This design comes from an exercise in tuning for small area on the open sky130 flow, not from production work. The RTL was checked by simulation tests, not by an equivalence proof against the original design. Power figures rest on the tool's default switching activity, not on a simulated workload.

### design/flow/design.v
module PC_Reg #(
    parameter DATA_LENGTH = 32
) (
    input logic clk,
    input logic rst,
    input logic [DATA_LENGTH-1:0] next_PC,
    output logic [DATA_LENGTH-1:0] PC
);
always_ff @(posedge clk)begin
    if (rst) PC <= 0;
    else PC <= next_PC;
end
endmodule
module adder #(
    parameter DATA_LENGTH = 32
) (
   input logic [DATA_LENGTH-1:0] in,
   input logic [DATA_LENGTH-1:0] N,
   output logic [DATA_LENGTH-1:0] out 
);
assign out = in + N;
endmodule
module mux_2 #(
    parameter WIDTH = 32
) (
    input logic [WIDTH-1:0] d_0,
    input logic [WIDTH-1:0] d_1,
    input logic s,
    output logic [WIDTH-1:0] dout
);
assign dout = s ? d_1 : d_0;
endmodule
module  top_fetch #(
    parameter WIDTH = 32
) (
    input logic clk,
    input logic rst,
    input logic PCsrc_E,
    input logic [WIDTH-1:0] PCTarget_E,
    input logic [WIDTH-1:0] imem_rdata,  
    output logic [WIDTH-1:0] instr_F,
    output logic [WIDTH-1:0] PC_F,
    output logic [WIDTH-1:0] PCPlus4_F
);
logic [WIDTH-1:0] next_PC;
adder add_inc(
    .in(PC_F),
    .N(32'd4),
    .out(PCPlus4_F)
);
mux_2 mux(
    .d_0(PCPlus4_F),
    .d_1(PCTarget_E),
    .s(PCsrc_E),
    .dout(next_PC)
);
PC_Reg PC_Reg(
    .clk(clk),
    .rst(rst),
    .next_PC(next_PC),
    .PC(PC_F)
);
assign instr_F = imem_rdata;
endmodule
module ALU_decoder #(
) (
    input logic [1:0] ALUOp,
    input logic [2:0] funct3,
    input logic funct7_bit,
    output logic [3:0] ALUControlD
);
always_comb begin
    case(ALUOp)
        2'b00: ALUControlD = 4'b0;
        2'b01: ALUControlD = {1'b0, funct3};
        default: begin
            case(funct3)
                3'b000: ALUControlD = {ALUOp == 2'b10 ? funct7_bit : 1'b0, 3'b000};  
                3'b001: ALUControlD = {funct7_bit, 3'b001};  
                3'b010: ALUControlD = {funct7_bit, 3'b101};  
                3'b011: ALUControlD = {funct7_bit, 3'b111};  
                3'b100: ALUControlD = {funct7_bit, 3'b100};  
                3'b101: ALUControlD = {funct7_bit, 3'b110};  
                3'b110: ALUControlD = {funct7_bit, 3'b011};  
                3'b111: ALUControlD = {funct7_bit, 3'b010};  
                default: ALUControlD = 4'b0;  
            endcase
        end
    endcase
end    
endmodule
module main_decoder #(
) (
    input logic [14:12] funct3,
    input logic [6:0] opcode,
    output logic RegWriteD,
    output logic [1:0] ResultSrcD,
    output logic ALUsrcD,
    output logic [2:0] ImmSrcD,
    output logic BranchD,
    output logic JumpD,
    output logic [1:0] ALUOp,
    output logic [2:0] R_size,
    output logic [2:0] DMem_size,
    output logic jalr_o, lui_o,
    output logic load_extend_s
);
typedef enum {UNDEFINED, R_type, addi, slli, L_type, lui, S_type, B_type, jal, jalr} Instr;
Instr instr;
always_comb begin
    case (opcode)
        7'b0110011: instr = R_type;
        7'b0010011: if (funct3 == 3'b000) instr = addi;
                    else instr = slli;  
        7'b0000011: instr = L_type;
        7'b0110111: instr = lui;
        7'b0100011: instr = S_type;
        7'b1100011: instr = B_type;
        7'b1101111: instr = jal;
        7'b1100111: instr = jalr;
        default: instr = UNDEFINED;
    endcase
end
always_comb begin
    RegWriteD = instr == R_type || instr == addi || instr == slli || instr == L_type || instr == lui || instr == jal || instr == jalr;
    case(instr)
        L_type: ResultSrcD = 2'b01;
        jal: ResultSrcD = 2'b10;
        jalr: ResultSrcD = 2'b10;
        default: ResultSrcD = 2'b00;
    endcase
    ALUsrcD = instr == addi || instr == slli || instr == L_type || instr == lui || instr == S_type;
    case(instr)
        lui: ImmSrcD = 3'b001;
        S_type: ImmSrcD = 3'b010;
        B_type: ImmSrcD = 3'b011;
        jal: ImmSrcD = 3'b100;
        default: ImmSrcD = 3'b000;  
    endcase
    BranchD = instr == B_type;
    JumpD = instr == jal || instr == jalr;
    case(instr)
        L_type: ALUOp = 2'b00;
        S_type: ALUOp = 2'b00;
        B_type: ALUOp = 2'b01;
        R_type: ALUOp = 2'b10;
        default: ALUOp = 2'b11;  
    endcase
    if(instr == L_type) begin
        case(funct3)
            3'b010: DMem_size = 3'b100;
            3'b001: DMem_size = 3'b010;
            3'b101: DMem_size = 3'b010;
            3'b000: DMem_size = 3'b001;
            3'b100: DMem_size = 3'b001;
            default: DMem_size = 3'b000;
        endcase
        R_size = 3'b000;
    end else if(instr == S_type) begin
        case(funct3)
            3'b010: R_size = 3'b100;
            3'b001: R_size = 3'b010;
            3'b000: R_size = 3'b001;
            default: R_size = 3'b000;
        endcase
        DMem_size = 3'b000;
    end else begin
        R_size = 3'b000;
        DMem_size = 3'b000;
    end
    jalr_o = instr == jalr;
    lui_o = instr == lui;
    load_extend_s = 1'b0;
    if(instr == L_type)
    case(funct3)
        3'b001: load_extend_s = 1'b1;
        3'b000: load_extend_s = 1'b1;
        default: load_extend_s = 1'b0;
    endcase
end
endmodule
module control_unit #(
) (
    input logic [6:0] opcode,
    input logic [2:0] funct3,
    input logic [6:0] funct7,
    output logic RegWriteD,
    output logic [1:0] ResultSrcD,
    output logic ALUsrcD,
    output logic [2:0] ImmSrcD,
    output logic BranchD,
    output logic JumpD,
    output logic [2:0] R_size,
    output logic [2:0] DMem_size,
    output logic [3:0] ALUControlD,
    output logic jalr, lui,
    output logic load_extend_s
);
logic [1:0] instr_type;        
main_decoder main_control (
    .funct3(funct3),
    .opcode(opcode),
    .RegWriteD(RegWriteD),
    .ResultSrcD(ResultSrcD),
    .ALUsrcD(ALUsrcD),
    .ImmSrcD(ImmSrcD),
    .BranchD(BranchD),
    .JumpD(JumpD),
    .R_size(R_size),
    .DMem_size(DMem_size),
    .ALUOp(instr_type),
    .jalr_o(jalr),
    .lui_o(lui),
    .load_extend_s(load_extend_s)
);
ALU_decoder alu_control (
    .ALUOp(instr_type),
    .funct3(funct3),
    .funct7_bit(funct7[5]),
    .ALUControlD(ALUControlD)
);
endmodule
module register #(
    parameter ADDRESS_WIDTH = 5,
    parameter DATA_WIDTH = 32
) (
    input logic clk, rst,
    input logic [4:0] rs1, rs2, rd,
    input logic WE3,
    input logic [DATA_WIDTH-1:0] WD3,
    output logic [DATA_WIDTH-1:0] RD1,
    output logic [DATA_WIDTH-1:0] RD2,
    output logic [DATA_WIDTH-1:0] a0
);
logic [DATA_WIDTH-1:0] reg_array [2**ADDRESS_WIDTH-1:0];
logic wr_en;
assign wr_en = WE3 && rd != 0;
always_comb begin
    RD1 = rs1 == 0 ? 0 : (wr_en && rd == rs1) ? WD3 : reg_array[rs1];
    RD2 = rs2 == 0 ? 0 : (wr_en && rd == rs2) ? WD3 : reg_array[rs2];
    a0 = reg_array[10];  
end
integer i;
always_ff @(posedge clk) begin
    for (i = 1; i < 2**ADDRESS_WIDTH; i = i + 1) begin
        if (rst)
            reg_array[i] <= 0;
        else if (wr_en && rd == i)  
            reg_array[i] <= WD3;
    end
end
endmodule
module sign_extend #(
    parameter data_width = 32,
              imm_width1 = 12,
              imm_width2 = 20,
              imm_width3 = 20
) (
    input logic [data_width-1:0] InstrD,
    input logic [2:0] ImmSrcD,
    output logic [data_width-1:0] ImmExtD
);
logic [imm_width1-1:0] imm_type_1;
logic [imm_width2-1:0] imm_type_lui;
logic [imm_width3-1:0] imm_type_jal;
always_comb begin
    imm_type_1 = {imm_width1{1'b0}};
    imm_type_lui = {imm_width2{1'b0}};
    imm_type_jal = {imm_width3{1'b0}};
    case(ImmSrcD)
        3'b000: imm_type_1 = InstrD[31:20];
        3'b001: imm_type_lui = InstrD[31:12];
        3'b010: imm_type_1 = {InstrD[31:25], InstrD[11:7]};
        3'b011: imm_type_1 = {InstrD[31], InstrD[7], InstrD[30:25], InstrD[11:8]};
        3'b100: imm_type_jal = {InstrD[31], InstrD[19:12], InstrD[20], InstrD[30:21]};
        default: ;
    endcase
    case(ImmSrcD)
        3'b000: ImmExtD = {{data_width - imm_width1{imm_type_1[11]}}, imm_type_1};
        3'b010: ImmExtD = {{data_width - imm_width1{imm_type_1[11]}}, imm_type_1};
        3'b011: ImmExtD = {{data_width - imm_width1{imm_type_1[11]}}, imm_type_1};
        3'b100: ImmExtD = {{data_width - imm_width3{imm_type_jal[19]}}, imm_type_jal};
        3'b001: ImmExtD = {imm_type_lui, {data_width - imm_width2{1'b0}}};
        default: ImmExtD = {data_width{1'b0}};
    endcase
end
endmodule
module top_decode #(
    parameter WIDTH = 32
) (
    input logic clk,
    input logic rst,
    input logic [WIDTH-1:0] instr_D,
    input logic regWrite_W,
    input logic [4:0] Rd_W,
    input logic [WIDTH-1:0] result_W,
    output logic regWrite_D,
    output logic [1:0] resultSrc_D,
    output logic jump_D,
    output logic branch_D,  
    output logic [3:0] ALUctrl_D,
    output logic ALUsrc_D,
    output logic [4:0] Rd_D,
    output logic [WIDTH-1:0] RD1_D, RD2_D, ImmExt_D, a0,
    output logic [2:0] R_size_D, DMem_size_D,
    output logic jalr, lui, load_extend_s
);
assign Rd_D = instr_D[11:7];
logic [2:0] ImmSrc_D;
register register (
    .clk(clk),
    .rst(rst),
    .rs1(instr_D[19:15]),
    .rs2(instr_D[24:20]),
    .rd(Rd_W),
    .WE3(regWrite_W),
    .WD3(result_W),
    .RD1(RD1_D),
    .RD2(RD2_D),
    .a0(a0)
);
control_unit control_unit(
    .opcode(instr_D[6:0]),
    .funct3(instr_D[14:12]),
    .funct7(instr_D[31:25]),
    .RegWriteD(regWrite_D),
    .ResultSrcD(resultSrc_D),
    .ALUsrcD(ALUsrc_D),
    .ImmSrcD(ImmSrc_D),
    .BranchD(branch_D),
    .JumpD(jump_D),
    .R_size(R_size_D),
    .DMem_size(DMem_size_D),
    .ALUControlD(ALUctrl_D),
    .jalr(jalr),
    .lui(lui),
    .load_extend_s(load_extend_s)
);
sign_extend SignExtend (
    .InstrD(instr_D),
    .ImmSrcD(ImmSrc_D),
    .ImmExtD(ImmExt_D)
);
endmodule
module alu #(
    parameter DATA_WIDTH = 32
) (
    input logic [DATA_WIDTH-1:0] ALUop1,
    input logic [DATA_WIDTH-1:0] ALUop2,
    input logic [3:0] ALUctrl,
    output logic [DATA_WIDTH-1:0] SUM,
    output logic EQ
);
logic [4:0] shamt;
assign shamt = ALUop2[4:0];
always_comb begin
        EQ = 1'b0;
        case (ALUctrl[2:0])
            3'b000: begin
                    SUM = ALUctrl[3] ? ALUop1 - ALUop2 : ALUop1 + ALUop2;  
                    EQ = (ALUop1 == ALUop2);  
            end
            3'b001: begin
                    SUM = ALUop1 << shamt;  
                    EQ = (ALUop1 != ALUop2);  
            end
            3'b010: SUM = ALUop1 & ALUop2;  
            3'b011: SUM = ALUop1 | ALUop2;  
            3'b101: begin
                SUM = {31'b0, signed'(ALUop1) < signed'(ALUop2)};  
                EQ = (signed'(ALUop1) >= signed'(ALUop2));  
            end
            3'b100: begin
                SUM = ALUop1 ^ ALUop2;
                EQ = (signed'(ALUop1) < signed'(ALUop2));  
            end
            3'b110: begin
                SUM = ALUctrl[3] ? DATA_WIDTH'(signed'(ALUop1) >>> shamt) : ALUop1 >> shamt;  
                EQ =  ALUop1 < ALUop2;  
            end
            3'b111: begin 
                SUM = {31'b0, ALUop1 < ALUop2};  
                EQ =  ALUop1 >=  ALUop2;  
            end
            default: begin
                SUM = ALUop1;
                EQ = (ALUop1 == ALUop2);
            end
        endcase
end
endmodule
module pc_src #(
) (
    input logic JumpE,
    input logic BranchE,
    input logic ZeroE,
    output logic PCSrcE
);
logic and_result;
always_comb begin
    and_result = BranchE & ZeroE;
    PCSrcE = and_result | JumpE;
end
endmodule
module top_execute #(
    parameter DATA_WIDTH = 32
) (
    input logic ALUsrc,
    input logic [3:0] ALUctrl,
    input logic [DATA_WIDTH-1:0] RD1, RD2,
    input logic [DATA_WIDTH-1:0] ImmOp,
    input logic [DATA_WIDTH-1:0] PC_E,
    input logic jump_E,
    input logic branch_E,
    input logic jalr,
    input logic lui,
    output logic [DATA_WIDTH-1:0] ALUout2,
    output logic PCsrc_E,
    output logic [DATA_WIDTH-1:0] PCTarget_E, writeData_E
);
logic EQ;
logic [DATA_WIDTH-1:0] ALUop2, ALUout1;
assign ALUop2 = ALUsrc ? ImmOp : RD2;
assign PCTarget_E = jalr ? ALUout1 : (PC_E + (ImmOp << 1));
assign writeData_E = RD2;
assign ALUout2 = lui ? ImmOp : ALUout1;
alu ALU(
.ALUop1(RD1),
.ALUop2(ALUop2),
.ALUctrl(ALUctrl),
.SUM(ALUout1),
.EQ(EQ)
);
pc_src pc_src(
    .JumpE(jump_E),
    .BranchE(branch_E),
    .ZeroE(EQ),
    .PCSrcE(PCsrc_E)
);
endmodule
module byte_extend #(
    parameter WORD_LENGTH = 32,
    parameter BYTE_LEN = 8
) (
    input logic [BYTE_LEN-1:0] din,
    input logic s,
    output logic [WORD_LENGTH-1:0] dout
);
logic sign;
always_comb begin
    sign = din[7];
    if(s) begin
        case (sign)
            1: dout = {{24{1'b1}},din};
            0: dout = {{24{1'b0}},din};
            default: dout = {{24{1'b0}},din};
        endcase
    end
    else begin
        dout = {{24{1'b0}},din};
    end    
end
endmodule
module half_extend #(
    parameter WORD_LENGTH = 32,
    parameter HALF_LEN = 16
) (
    input logic [HALF_LEN-1:0] din,
    input logic s,
    output logic [WORD_LENGTH-1:0] dout
);
logic sign;
always_comb begin
    sign = din[HALF_LEN-1];
    if(s) begin
        case (sign)
            1: dout = {{16{1'b1}},din};
            0: dout = {{16{1'b0}},din};
            default: dout = {{16{1'b0}},din};
        endcase
    end
    else begin
        dout = {{16{1'b0}},din};
    end    
end
endmodule
module half_byte_word #(
    parameter CPU_WORD = 32,
    parameter HALF_LEN = 16,
    parameter BYTE_LEN = 8
) (
    input logic lw,  
    input logic lb,  
    input logic lh,  
    input logic s,
    input [CPU_WORD-1:0] data,
    output logic [CPU_WORD-1:0] dout
);
    logic [CPU_WORD-1:0] he;
    logic [CPU_WORD-1:0] be;
    logic [HALF_LEN-1:0] h;
    logic [BYTE_LEN-1:0] b;
    assign h = data[HALF_LEN-1:0];
    assign b = data[BYTE_LEN-1:0];
    half_extend h_e(h,s,he);
    byte_extend s_e(b,s,be);
    always_comb begin
        if(lh)  begin
            dout = he;
        end
        else if(lb) begin
            dout = be;
        end
        else if(lw) begin
            dout = data;
        end
        else begin
            dout = {CPU_WORD{1'b0}};
        end
    end
endmodule
/*verilator lint_off MODDUP*/
module top_memory #(
    parameter WIDTH = 32
) (
    input logic clk,
    input logic sw,
    input logic sh,
    input logic sb,
    input logic lw,
    input logic lh,
    input logic lb,
    input logic s,
    input logic [WIDTH-1:0] ALUResult_M,
    input logic [WIDTH-1:0] writeData_M,
    output logic [WIDTH-1:0] readData_M,
    output logic [WIDTH-1:0] dmem_addr,
    output logic [WIDTH-1:0] dmem_wdata,
    output logic [3:0] dmem_we,
    output logic dmem_re,
    input logic [WIDTH-1:0] dmem_rdata
);
logic [WIDTH-1:0] dout;
assign dmem_addr = ALUResult_M;
assign dmem_wdata = writeData_M;
assign dmem_we = sb ? 4'b0001 : sh ? 4'b0011 : sw ? 4'b1111 : 4'b0000;
assign dmem_re = lw | lh | lb;
assign dout = dmem_rdata;
half_byte_word hbw(
    .lw(lw),
    .lh(lh),
    .lb(lb),
    .s(s),
    .data(dout),
    .dout(readData_M)
);
endmodule
module fetch_decode_reg #(
    parameter WIDTH = 32
) (
    input logic clk, rst,
    input logic [WIDTH-1:0] instr_F, PC_F, PCPlus4_F,
    output logic [WIDTH-1:0] instr_D, PC_D, PCPlus4_D
);
always_ff @(posedge clk) begin
    if (rst) begin
        instr_D <= 0;
        PC_D <= 0;
        PCPlus4_D <= 0;
    end else begin
        instr_D <= instr_F;
        PC_D <= PC_F;
        PCPlus4_D <= PCPlus4_F;
    end
end
endmodule
module decode_execute_reg #(
    parameter WIDTH = 32
) (
    input logic clk, rst,
    input logic regWrite_D, jump_D, ALUsrc_D, branch_D, jalr_D, lui_D, load_extend_s_D,
    input logic [1:0] resultSrc_D,
    input logic [2:0] R_size_D, DMem_size_D,
    input logic [3:0] ALUctrl_D,
    input logic [4:0] Rd_D,
    input logic [WIDTH-1:0] RD1_D, RD2_D, PC_D, ImmExt_D, PCPlus4_D,
    output logic regWrite_E, jump_E, ALUsrc_E, branch_E, jalr_E, lui_E, load_extend_s_E,
    output logic [1:0] resultSrc_E,
    output logic [2:0] R_size_E, DMem_size_E,
    output logic [3:0] ALUctrl_E,
    output logic [4:0] Rd_E,
    output logic [WIDTH-1:0] RD1_E, RD2_E, PC_E, ImmExt_E, PCPlus4_E
);
always_ff @(posedge clk) begin
    if (rst) begin
        regWrite_E <= 0;
        resultSrc_E <= 0;
        jump_E <= 0;
        branch_E <= 0;
        ALUctrl_E <= 0;
        ALUsrc_E <= 0;
        RD1_E <= 0;
        RD2_E <= 0;
        PC_E <= 0;
        Rd_E <= 0;
        ImmExt_E <= 0;
        PCPlus4_E <= 0;
        R_size_E <= 0;
        DMem_size_E <= 0;
        jalr_E <= 0;
        lui_E <= 0;
        load_extend_s_E <= 0;
    end else begin
        regWrite_E <= regWrite_D;
        resultSrc_E <= resultSrc_D;
        jump_E <= jump_D;
        branch_E <= branch_D;
        ALUctrl_E <= ALUctrl_D;
        ALUsrc_E <= ALUsrc_D;
        RD1_E <= RD1_D;
        RD2_E <= RD2_D;
        PC_E <= PC_D;
        Rd_E <= Rd_D;
        ImmExt_E <= ImmExt_D;
        PCPlus4_E <= PCPlus4_D;
        R_size_E <= R_size_D;
        DMem_size_E <= DMem_size_D;
        jalr_E <= jalr_D;
        lui_E <= lui_D;
        load_extend_s_E <= load_extend_s_D;
    end
end
endmodule
module execute_memory_reg #(
    parameter WIDTH = 32
) (
    input logic clk, rst,
    input logic regWrite_E, load_extend_s_E,
    input logic [1:0] resultSrc_E,
    input logic [2:0] R_size_E, DMem_size_E,
    input logic [4:0] Rd_E,
    input logic [WIDTH-1:0] ALUResult_E, writeData_E, PCPlus4_E,
    output logic regWrite_M, load_extend_s_M,
    output logic [1:0] resultSrc_M,
    output logic [2:0] R_size_M, DMem_size_M,
    output logic [4:0] Rd_M,
    output logic [WIDTH-1:0] ALUResult_M, writeData_M, PCPlus4_M
);
always_ff @(posedge clk) begin
    if (rst) begin
        regWrite_M <= 0;
        resultSrc_M <= 0;
        ALUResult_M <= 0;
        writeData_M <= 0;
        Rd_M <= 0;
        PCPlus4_M <= 0;
        R_size_M <= 0;
        DMem_size_M <= 0;
        load_extend_s_M <= 0;
    end else begin
        regWrite_M <= regWrite_E;
        resultSrc_M <= resultSrc_E;
        ALUResult_M <= ALUResult_E;
        writeData_M <= writeData_E;
        Rd_M <= Rd_E;
        PCPlus4_M <= PCPlus4_E;
        R_size_M <= R_size_E;
        DMem_size_M <= DMem_size_E;
        load_extend_s_M <= load_extend_s_E;
    end
end
endmodule
module memory_writeback_reg #(
    parameter WIDTH = 32
) (
    input logic clk, rst,
    input logic regWrite_M,
    input logic [1:0] resultSrc_M,
    input logic [4:0] Rd_M,
    input logic [WIDTH-1:0] ALUResult_M, readData_M, PCPlus4_M,
    output logic regWrite_W,
    output logic [1:0] resultSrc_W,
    output logic [4:0] Rd_W,
    output logic [WIDTH-1:0] ALUResult_W, readData_W, PCPlus4_W
);
always_ff @(posedge clk) begin
    if (rst) begin
        regWrite_W <= 0;
        resultSrc_W <= 0;
        Rd_W <= 0;
        ALUResult_W <= 0;
        readData_W <= 0;
        PCPlus4_W <= 0;
    end else begin
        regWrite_W <= regWrite_M;
        resultSrc_W <= resultSrc_M;
        Rd_W <= Rd_M;
        ALUResult_W <= ALUResult_M;
        readData_W <= readData_M;
        PCPlus4_W <= PCPlus4_M;
    end
end
endmodule
module top_writeback #(
    parameter WIDTH = 32
) (
    input logic [WIDTH-1:0] ALUResult_W, readData_W, PCPlus4_W,
    input logic [1:0] resultSrc_W,
    output logic [WIDTH-1:0] result_W
);
always_comb begin
    case (resultSrc_W)
        2'b00: result_W = ALUResult_W;
        2'b01: result_W = readData_W;
        2'b10: result_W = PCPlus4_W;
        default: result_W = 0;
    endcase
end
endmodule
module top #(
    parameter WIDTH = 32
) (
    input logic clk, rst,
    output logic [31:0] imem_addr,
    input logic [31:0] imem_rdata,
    output logic [31:0] dmem_addr,
    output logic [31:0] dmem_wdata,
    output logic [3:0] dmem_we,
    output logic dmem_re,
    input logic [31:0] dmem_rdata,
    output logic [31:0] a0
);
logic [WIDTH-1:0] instr_F, PC_F, PCPlus4_F;
logic [WIDTH-1:0] instr_D, PC_D, PCPlus4_D;
logic [WIDTH-1:0] RD1_D, RD2_D, ImmExt_D;
logic regWrite_D, jump_D, ALUsrc_D, branch_D, jalr_D, lui_D, load_extend_s_D;
logic [1:0] resultSrc_D;
logic [2:0] R_size_D, DMem_size_D;
logic [3:0] ALUctrl_D;
logic [4:0] Rd_D;
logic [WIDTH-1:0] RD1_E, RD2_E, ImmExt_E, PCPlus4_E, PC_E;
logic regWrite_E, jump_E, ALUsrc_E, PCsrc_E, branch_E, jalr_E, lui_E, load_extend_s_E;
logic [1:0] resultSrc_E;
logic [2:0] R_size_E, DMem_size_E;
logic [3:0] ALUctrl_E;
logic [4:0] Rd_E;
logic [WIDTH-1:0] ALUResult_E, writeData_E, PCTarget_E;
logic [WIDTH-1:0] ALUResult_M, writeData_M, PCPlus4_M;
logic regWrite_M, load_extend_s_M;
logic [1:0] resultSrc_M;
logic [2:0] R_size_M, DMem_size_M;
logic [4:0] Rd_M;
logic [WIDTH-1:0] readData_M;
logic [WIDTH-1:0] ALUResult_W, readData_W, PCPlus4_W;
logic regWrite_W;
logic [1:0] resultSrc_W;
logic [4:0] Rd_W;
logic [WIDTH-1:0] result_W;
top_fetch top_fetch(
    .clk(clk),
    .rst(rst),
    .PCsrc_E(PCsrc_E),  
    .PCTarget_E(PCTarget_E),  
    .imem_rdata(imem_rdata),
    .instr_F(instr_F),
    .PC_F(PC_F),
    .PCPlus4_F(PCPlus4_F)
);
assign imem_addr = PC_F;
fetch_decode_reg fetch_decode_reg(
    .clk(clk),
    .rst(rst),
    .instr_F(instr_F),
    .PC_F(PC_F),
    .PCPlus4_F(PCPlus4_F),
    .instr_D(instr_D),
    .PC_D(PC_D),
    .PCPlus4_D(PCPlus4_D)
);
top_decode top_decode(
    .clk(clk),
    .rst(rst),
    .instr_D(instr_D),
    .regWrite_W(regWrite_W),  
    .Rd_W(Rd_W),  
    .result_W(result_W),  
    .regWrite_D(regWrite_D),
    .resultSrc_D(resultSrc_D),
    .jump_D(jump_D),
    .branch_D(branch_D),
    .ALUctrl_D(ALUctrl_D),
    .ALUsrc_D(ALUsrc_D),
    .RD1_D(RD1_D),
    .RD2_D(RD2_D),
    .Rd_D(Rd_D),
    .ImmExt_D(ImmExt_D),
    .a0(a0),
    .R_size_D(R_size_D),
    .DMem_size_D(DMem_size_D),
    .jalr(jalr_D),
    .lui(lui_D),
    .load_extend_s(load_extend_s_D)
);
decode_execute_reg decode_execute_reg(
    .clk(clk),
    .rst(rst),
    .regWrite_D(regWrite_D),
    .jump_D(jump_D),
    .branch_D(branch_D),
    .jalr_D(jalr_D),
    .lui_D(lui_D),
    .load_extend_s_D(load_extend_s_D),
    .ALUsrc_D(ALUsrc_D),
    .resultSrc_D(resultSrc_D),
    .ALUctrl_D(ALUctrl_D),
    .Rd_D(Rd_D),
    .RD1_D(RD1_D),
    .RD2_D(RD2_D),
    .PC_D(PC_D),
    .ImmExt_D(ImmExt_D),
    .PCPlus4_D(PCPlus4_D),
    .R_size_D(R_size_D),
    .DMem_size_D(DMem_size_D),
    .regWrite_E(regWrite_E),
    .jump_E(jump_E),
    .branch_E(branch_E),
    .jalr_E(jalr_E),
    .lui_E(lui_E),
    .load_extend_s_E(load_extend_s_E),
    .ALUsrc_E(ALUsrc_E),
    .resultSrc_E(resultSrc_E),
    .ALUctrl_E(ALUctrl_E),
    .Rd_E(Rd_E),
    .RD1_E(RD1_E),
    .RD2_E(RD2_E),
    .PC_E(PC_E),
    .ImmExt_E(ImmExt_E),
    .PCPlus4_E(PCPlus4_E),
    .R_size_E(R_size_E),
    .DMem_size_E(DMem_size_E)
);
top_execute top_execute(
    .ALUctrl(ALUctrl_E),
    .ALUsrc(ALUsrc_E),
    .RD1(RD1_E),
    .RD2(RD2_E),
    .ImmOp(ImmExt_E),
    .PC_E(PC_E),
    .jump_E(jump_E),
    .branch_E(branch_E),
    .ALUout2(ALUResult_E),
    .PCsrc_E(PCsrc_E),
    .PCTarget_E(PCTarget_E),
    .writeData_E(writeData_E),
    .jalr(jalr_E),  
    .lui(lui_E)
);
execute_memory_reg execute_memory_reg(
    .clk(clk),
    .rst(rst),
    .regWrite_E(regWrite_E),
    .load_extend_s_E(load_extend_s_E),
    .resultSrc_E(resultSrc_E),
    .R_size_E(R_size_E),
    .DMem_size_E(DMem_size_E),
    .Rd_E(Rd_E),
    .ALUResult_E(ALUResult_E),
    .writeData_E(writeData_E),
    .PCPlus4_E(PCPlus4_E),
    .regWrite_M(regWrite_M),
    .load_extend_s_M(load_extend_s_M),
    .resultSrc_M(resultSrc_M),
    .R_size_M(R_size_M),
    .DMem_size_M(DMem_size_M),
    .Rd_M(Rd_M),
    .ALUResult_M(ALUResult_M),
    .writeData_M(writeData_M),
    .PCPlus4_M(PCPlus4_M)
);
top_memory top_memory(
    .clk(clk),
    .sw(R_size_M[2]),
    .sh(R_size_M[1]),
    .sb(R_size_M[0]),
    .lw(DMem_size_M[2]),
    .lh(DMem_size_M[1]),
    .lb(DMem_size_M[0]),
    .s(load_extend_s_M),
    .ALUResult_M(ALUResult_M),
    .writeData_M(writeData_M),
    .readData_M(readData_M),
    .dmem_addr(dmem_addr),
    .dmem_wdata(dmem_wdata),
    .dmem_we(dmem_we),
    .dmem_re(dmem_re),
    .dmem_rdata(dmem_rdata)
);
memory_writeback_reg memory_writeback_reg(
    .clk(clk),
    .rst(rst),
    .regWrite_M(regWrite_M),
    .resultSrc_M(resultSrc_M),
    .Rd_M(Rd_M),
    .ALUResult_M(ALUResult_M),
    .readData_M(readData_M),
    .PCPlus4_M(PCPlus4_M),
    .regWrite_W(regWrite_W),
    .resultSrc_W(resultSrc_W),
    .Rd_W(Rd_W),
    .ALUResult_W(ALUResult_W),
    .readData_W(readData_W),
    .PCPlus4_W(PCPlus4_W)
);
top_writeback top_writeback(
    .ALUResult_W(ALUResult_W),
    .readData_W(readData_W),
    .PCPlus4_W(PCPlus4_W),
    .resultSrc_W(resultSrc_W),
    .result_W(result_W)
);
endmodule
### design/flow/run.sh
#!/bin/bash
# synth_recipe.tcl (not shown) runs the flow's synth.tcl, then flattens the netlist and writes it again
# the make line also repeats each setting of config.mk as NAME=value (left out here)
make -C /OpenROAD-flow-scripts/flow DESIGN_CONFIG=/design/flow/config.mk WORK_HOME=/design/flow/orfs CLKGATE_MAP_FILE= SYNTH_SCRIPT=/design/flow/synth_recipe.tcl finish
### design/flow/config.mk
export PLATFORM = sky130hd
export DESIGN_NAME = top
export DESIGN_NICKNAME = top
export VERILOG_FILES = /design/flow/design.v
export SDC_FILE = /design/flow/constraint.sdc
export NUM_CORES = 4
export LEC_CHECK = 0
export CAP_MARGIN = 20
export CORE_MARGIN = 2
export CORE_UTILIZATION = 40
export SLEW_MARGIN = 20
### design/flow/constraint.sdc
create_clock -name core_clock -period 8.0 [get_ports {clk}]
set_input_delay 1.6000 -clock core_clock [delete_from_list [all_inputs] [get_ports {clk}]]
set_output_delay 1.6000 -clock core_clock [all_outputs]
set_load 0.01 [all_outputs]
==> impl_metrics.prom <==
# TYPE chip_impl_metric gauge
chip_impl_metric{name="cts_hold_repair.buffers",unit=""} 0
chip_impl_metric{name="synth_seq_area_share",unit="%"} 42.1
chip_impl_metric{name="finalHoldViolCount",unit=""} 0
chip_impl_info{name="yosys.cell_count.top_type",value="dfxtp_1"} 1
chip_impl_metric{name="grt_first_pass_wirelength",unit="microns"} 511000
chip_impl_metric{name="register_to_register_setup_slack",unit="ps"} 2490
chip_impl_metric{name="hpwlAfterDp",unit="microns"} 233000
chip_impl_metric{name="drv_cap",unit=""} 0
chip_impl_metric{name="timing.final.max_slew_violations",unit=""} 0
chip_impl_metric{name="mappedNetlistNets",unit=""} 8475
chip_impl_metric{name="achievable-frequency",unit="MHz"} 181
chip_impl_metric{name="syn-mean-instance-area",unit="sq um"} 8.72
chip_impl_metric{name="via_count",unit=""} 72800
chip_impl_metric{name="worst-slew-pin-transition",unit="ps"} 1360
chip_impl_info{name="post_synth_most_frequent_cells",value="dfxtp_1, nor2_1, a211oi_1, clkbuf_1, a221oi_1"} 1
chip_impl_metric{name="syn_to_final_growth",unit="%"} 14.1
chip_impl_metric{name="grt.overflow.total",unit=""} 0
chip_impl_metric{name="final_cell_count_no_fill",unit=""} 10600
chip_impl_metric{name="via_count_of_the_first_global_routing_pass",unit=""} 66200
chip_impl_metric{name="drt_drc_violations_left",unit=""} 0
chip_impl_metric{name="drive_above_1_share",unit="%"} 9.40
chip_impl_info{name="synth_flop_cell",value="dfxtp_1"} 1
chip_impl_info{name="path_class",value="reg2reg"} 1
chip_impl_metric{name="ctsLongestPathBuffers",unit=""} 3
chip_impl_metric{name="cts_resized",unit=""} 0
chip_impl_metric{name="drt.antenna.violating_nets",unit=""} 0
chip_impl_metric{name="boundaryPins",unit=""} 199
chip_impl_metric{name="grt.total_usage",unit="%"} 38.4
chip_impl_metric{name="post-place-cells",unit=""} 10200
chip_impl_metric{name="placeable_area",unit="sq mm"} 0.179
chip_impl_metric{name="netlist.area_leader.share",unit="%"} 42.1
chip_impl_metric{name="die_width",unit="microns"} 429
chip_impl_metric{name="rows",unit=""} 155
chip_impl_metric{name="critPathMaxFanout",unit=""} 23
chip_impl_metric{name="tritoncts.num_buffers",unit=""} 161
chip_impl_metric{name="leakagePower",unit="uW"} 0.0276
chip_impl_metric{name="period_share",unit="%"} 68.9
chip_impl_metric{name="worst-endpoint-arrival",unit="ps"} 6190
chip_impl_info{name="synth_area_leaders",value="dfxtp_1, a211oi_1, nor2_1, a221oi_1, a22o_1"} 1
chip_impl_metric{name="slew_headroom",unit="%"} 9.45
chip_impl_metric{name="peakVddDrop",unit="V"} 0.000169
chip_impl_metric{name="count_of_flip_flops_with_a_built_in_enable_after_synthesis",unit=""} 0
chip_impl_metric{name="floorplan.die_area",unit="sq mm"} 0.184
chip_impl_metric{name="hold_path_cells",unit=""} 1
chip_impl_metric{name="gp_congestion",unit=""} 1.01
chip_impl_metric{name="clock_sinks",unit=""} 1515
chip_impl_info{name="r2r_start",value="decode_execute_reg.ALUsrc_E$_SDFF_PP0_"} 1
chip_impl_info{name="hold_path.class",value="reg2reg"} 1
chip_impl_metric{name="fin_nets",unit=""} 8255
chip_impl_metric{name="insertion_delay",unit="ps"} 840
chip_impl_metric{name="worst-endpoint-required",unit="ps"} 8680
chip_impl_metric{name="setup_viol",unit=""} 0
chip_impl_metric{name="dr.pass1.iters",unit=""} 11
chip_impl_info{name="post-synth-top-area-cell",value="dfxtp_1"} 1
chip_impl_metric{name="post_drt_wl_per_cell",unit="microns"} 35.2
chip_impl_metric{name="async_flop_share",unit="%"} 0
chip_impl_info{name="cts_root_buf",value="clkbuf_16"} 1
chip_impl_metric{name="synth_cells",unit=""} 8274
chip_impl_metric{name="post_drt_via_cell_ratio",unit=""} 6.90
chip_impl_info{name="run_status",value="no timing/DRC/antenna violations"} 1
chip_impl_metric{name="fin_skew",unit="ps"} 37.5
chip_impl_info{name="grt_setup_unrepaired",value="no"} 1
chip_impl_metric{name="initialDrtViolationCount",unit=""} 14500
chip_impl_metric{name="synth_register_bits",unit=""} 1515
chip_impl_metric{name="timing.reg2reg.worst_path_depth",unit=""} 14
chip_impl_metric{name="number_of_distinct_library_cells_after_synthesis",unit=""} 101
chip_impl_metric{name="drt_wl_total",unit="microns"} 371000
chip_impl_info{name="hold_path_end",value="decode_execute_reg.PC_E[23]$_SDFF_PP0_"} 1
chip_impl_metric{name="fin_crit",unit="ps"} 5510
chip_impl_metric{name="fp.dieH",unit="microns"} 429
chip_impl_metric{name="synth_warnings",unit=""} 48
chip_impl_info{name="start_point_of_the_worst_hold_path",value="fetch_decode_reg.PC_D[23]$_SDFF_PP0_"} 1
chip_impl_info{name="end_kind",value="flip-flop"} 1
chip_impl_metric{name="synth_area",unit="sq mm"} 0.0721
chip_impl_info{name="worst_r2r_endpoint",value="top_fetch.PC_Reg.PC[30]$_SDFF_PP0_"} 1
chip_impl_metric{name="grt_max_degree",unit=""} 203
chip_impl_metric{name="number_of_i_o_port_buffers",unit=""} 198
chip_impl_metric{name="start_util",unit="%"} 40.3
chip_impl_metric{name="pwr_density_cell",unit="mW/mm^2"} 212
chip_impl_metric{name="timing.setup.tns",unit="ps"} 0
chip_impl_info{name="cts_tree",value="built"} 1
chip_impl_metric{name="h-tree-depth",unit=""} 4
chip_impl_metric{name="post_cts.repair.setup_buffers",unit=""} 0
chip_impl_info{name="worst_setup_path_start_kind",value="flip-flop"} 1
chip_impl_metric{name="number_of_antenna_violations_at_the_first_check_in_global_routing",unit=""} 28
chip_impl_metric{name="clk_transition_reported_paths",unit="ps"} 60
chip_impl_info{name="timing.critical_path.from",value="decode_execute_reg.ALUsrc_E$_SDFF_PP0_"} 1
-- worst max path at each step --
stage,end,slack (ps)
detailed placement,top_fetch.PC_Reg.PC[30]$_SDFF_PP0_,2610
floorplan,top_fetch.PC_Reg.PC[30]$_SDFF_PP0_,3820
CTS,top_fetch.PC_Reg.PC[30]$_SDFF_PP0_,2540
global placement,top_fetch.PC_Reg.PC[30]$_SDFF_PP0_,2650
finish,top_fetch.PC_Reg.PC[30]$_SDFF_PP0_,2490
global route,top_fetch.PC_Reg.PC[30]$_SDFF_PP0_,2290
-- report_power, final --
group / total [uW] / switching, uW / internal [uW]
Clock: 7830 / 3320 / 4500
Sequential: 7760 / 139 / 7620
Combinational: 1870 / 1320 / 550
-- stage by stage --
step           total power, uW  utilization [%]  setup WS, ps  instance area, sq um  hold slack [ps]
2_1_floorplan             8860                -          3820                 72100              414
3_3_place_gp              9700             42.9          2650                 76700              416
3_5_place_dp              9690             42.9          2610                 76700              423
4_1_cts                  17400             45.9          2540                 82100              435
5_1_grt                  17800             46.0          2290                 82300              444
6_report                 17500             46.0          2490                 82300              430
-- final cells by class --
type / count / area [sq um]
fill: 17300 / 96500
multi-input combinational: 5787 / 39100
sequential: 1515 / 30300
clock buffer: 233 / 4720
timing repair buffer: 434 / 3890
tap: 2355 / 2950
clock inverter: 57 / 733
inverter: 155 / 582
antenna: 20 / 50.0
-- flip-flops by register name, summed over array words and instances, names as in the netlist, 5 cells and up --
| register | flops |
|---|---|
| decode_execute_reg.RD1_E | 32 |
| decode_execute_reg.PC_E | 32 |
| fetch_decode_reg.PC_D | 30 |
| decode_execute_reg.PCPlus4_E | 30 |
| fetch_decode_reg.PCPlus4_D | 32 |
| top_decode.register.reg_array | 992 |
| memory_writeback_reg.readData_W | 32 |
| execute_memory_reg.ALUResult_M | 32 |
| fetch_decode_reg.instr_D | 32 |
| top_fetch.PC_Reg.PC | 32 |
| decode_execute_reg.Rd_E | 5 |
| execute_memory_reg.Rd_M | 5 |
| decode_execute_reg.ImmExt_E | 32 |
| memory_writeback_reg.ALUResult_W | 32 |
| execute_memory_reg.writeData_M | 32 |
| memory_writeback_reg.PCPlus4_W | 32 |
| decode_execute_reg.RD2_E | 32 |
| memory_writeback_reg.Rd_W | 5 |
| execute_memory_reg.PCPlus4_M | 32 |
-- cells by family after synthesis --
group,Yosys count,synth area share (%)
flip-flops,1515,42.1
adder cells (fa/ha/maj),135,2.37
buffers and inverters,972,5.30
XOR/XNOR,100,1.21
AO/OA/AOI/OAI,2739,28.7
AND/OR/NAND/NOR,2505,15.6
multiplexers,308,4.70
-- layer usage --
layer,vias up,GRT usage (%),part of all wire (%)
li1,30400,-,-
met1,34600,47.1,37
met2,6039,56.4,41
met3,1823,13.4,13
met4,16,25.7,8.5
met5,-,0,0.028
-- layout by cell type, fill, tap and decap left out, types with 29 or more instances in the layout --
cell type        count
xnor2_1             66
xor2_1              34
a22o_1             347
o211ai_1            34
a221oi_1           409
nand3_1             78
a21oi_1            256
a211oi_1          1035
o21ai_0            130
o22ai_1             84
a222oi_1            64
clkdlybuf4s50_1    197
inv_1              150
and3_1              29
nand2b_1            29
mux2i_1            211
clkbuf_16          166
clkbuf_1            36
dfxtp_1           1512
nor2b_1            298
nand4_1            137
buf_4              225
ha_1               132
nor2_1            1324
nor2_4              76
mux2_2              76
a21o_1              40
a22oi_1            110
nor3_1              49
clkbuf_8            31
nand2_1            343
-- critical path, stage by stage (launching register included) --
cell and delay (ps):
dfxtp_2 650, buf_4 520, mux2i_1 380, ha_1 380, nor4_4 370, nand2_1 260, a211oi_2 350, o31ai_2 160
a21boi_2 330, o21ai_1 150, and2_1 230, a311oi_4 720, buf_4 320, and4b_1 210, or3_1 300

[separate check: timing with driven ports]
The flow's constraints put no driver on any port. The routed layout listed below was extracted and timed again, unchanged, in two steps. Step 1 assumes that a clkbuf_16 drives the clock port and a buf_2 every other input. Step 2 adds t to the input delays and takes it off the output delays; t is the mean of the earliest and latest rising clock arrival at the registers after step 1. Input paths then give back, and output paths get back, about the clock's delay inside the block. Slacks: no drivers / after step 1 / after step 2; pairs: no drivers / after step 1.
t (ns): 0.899
setup WS [ns]: 2.489 / 2.489 / 2.489
clock arrival spread, ns: 0.057 / 0.056
cell pins on the clock port's net: 1
After both steps setup and hold are still met in this run. For this run, drivers alone change the setup slack by 0.000 ns; drivers and shift together by 0.000 ns.
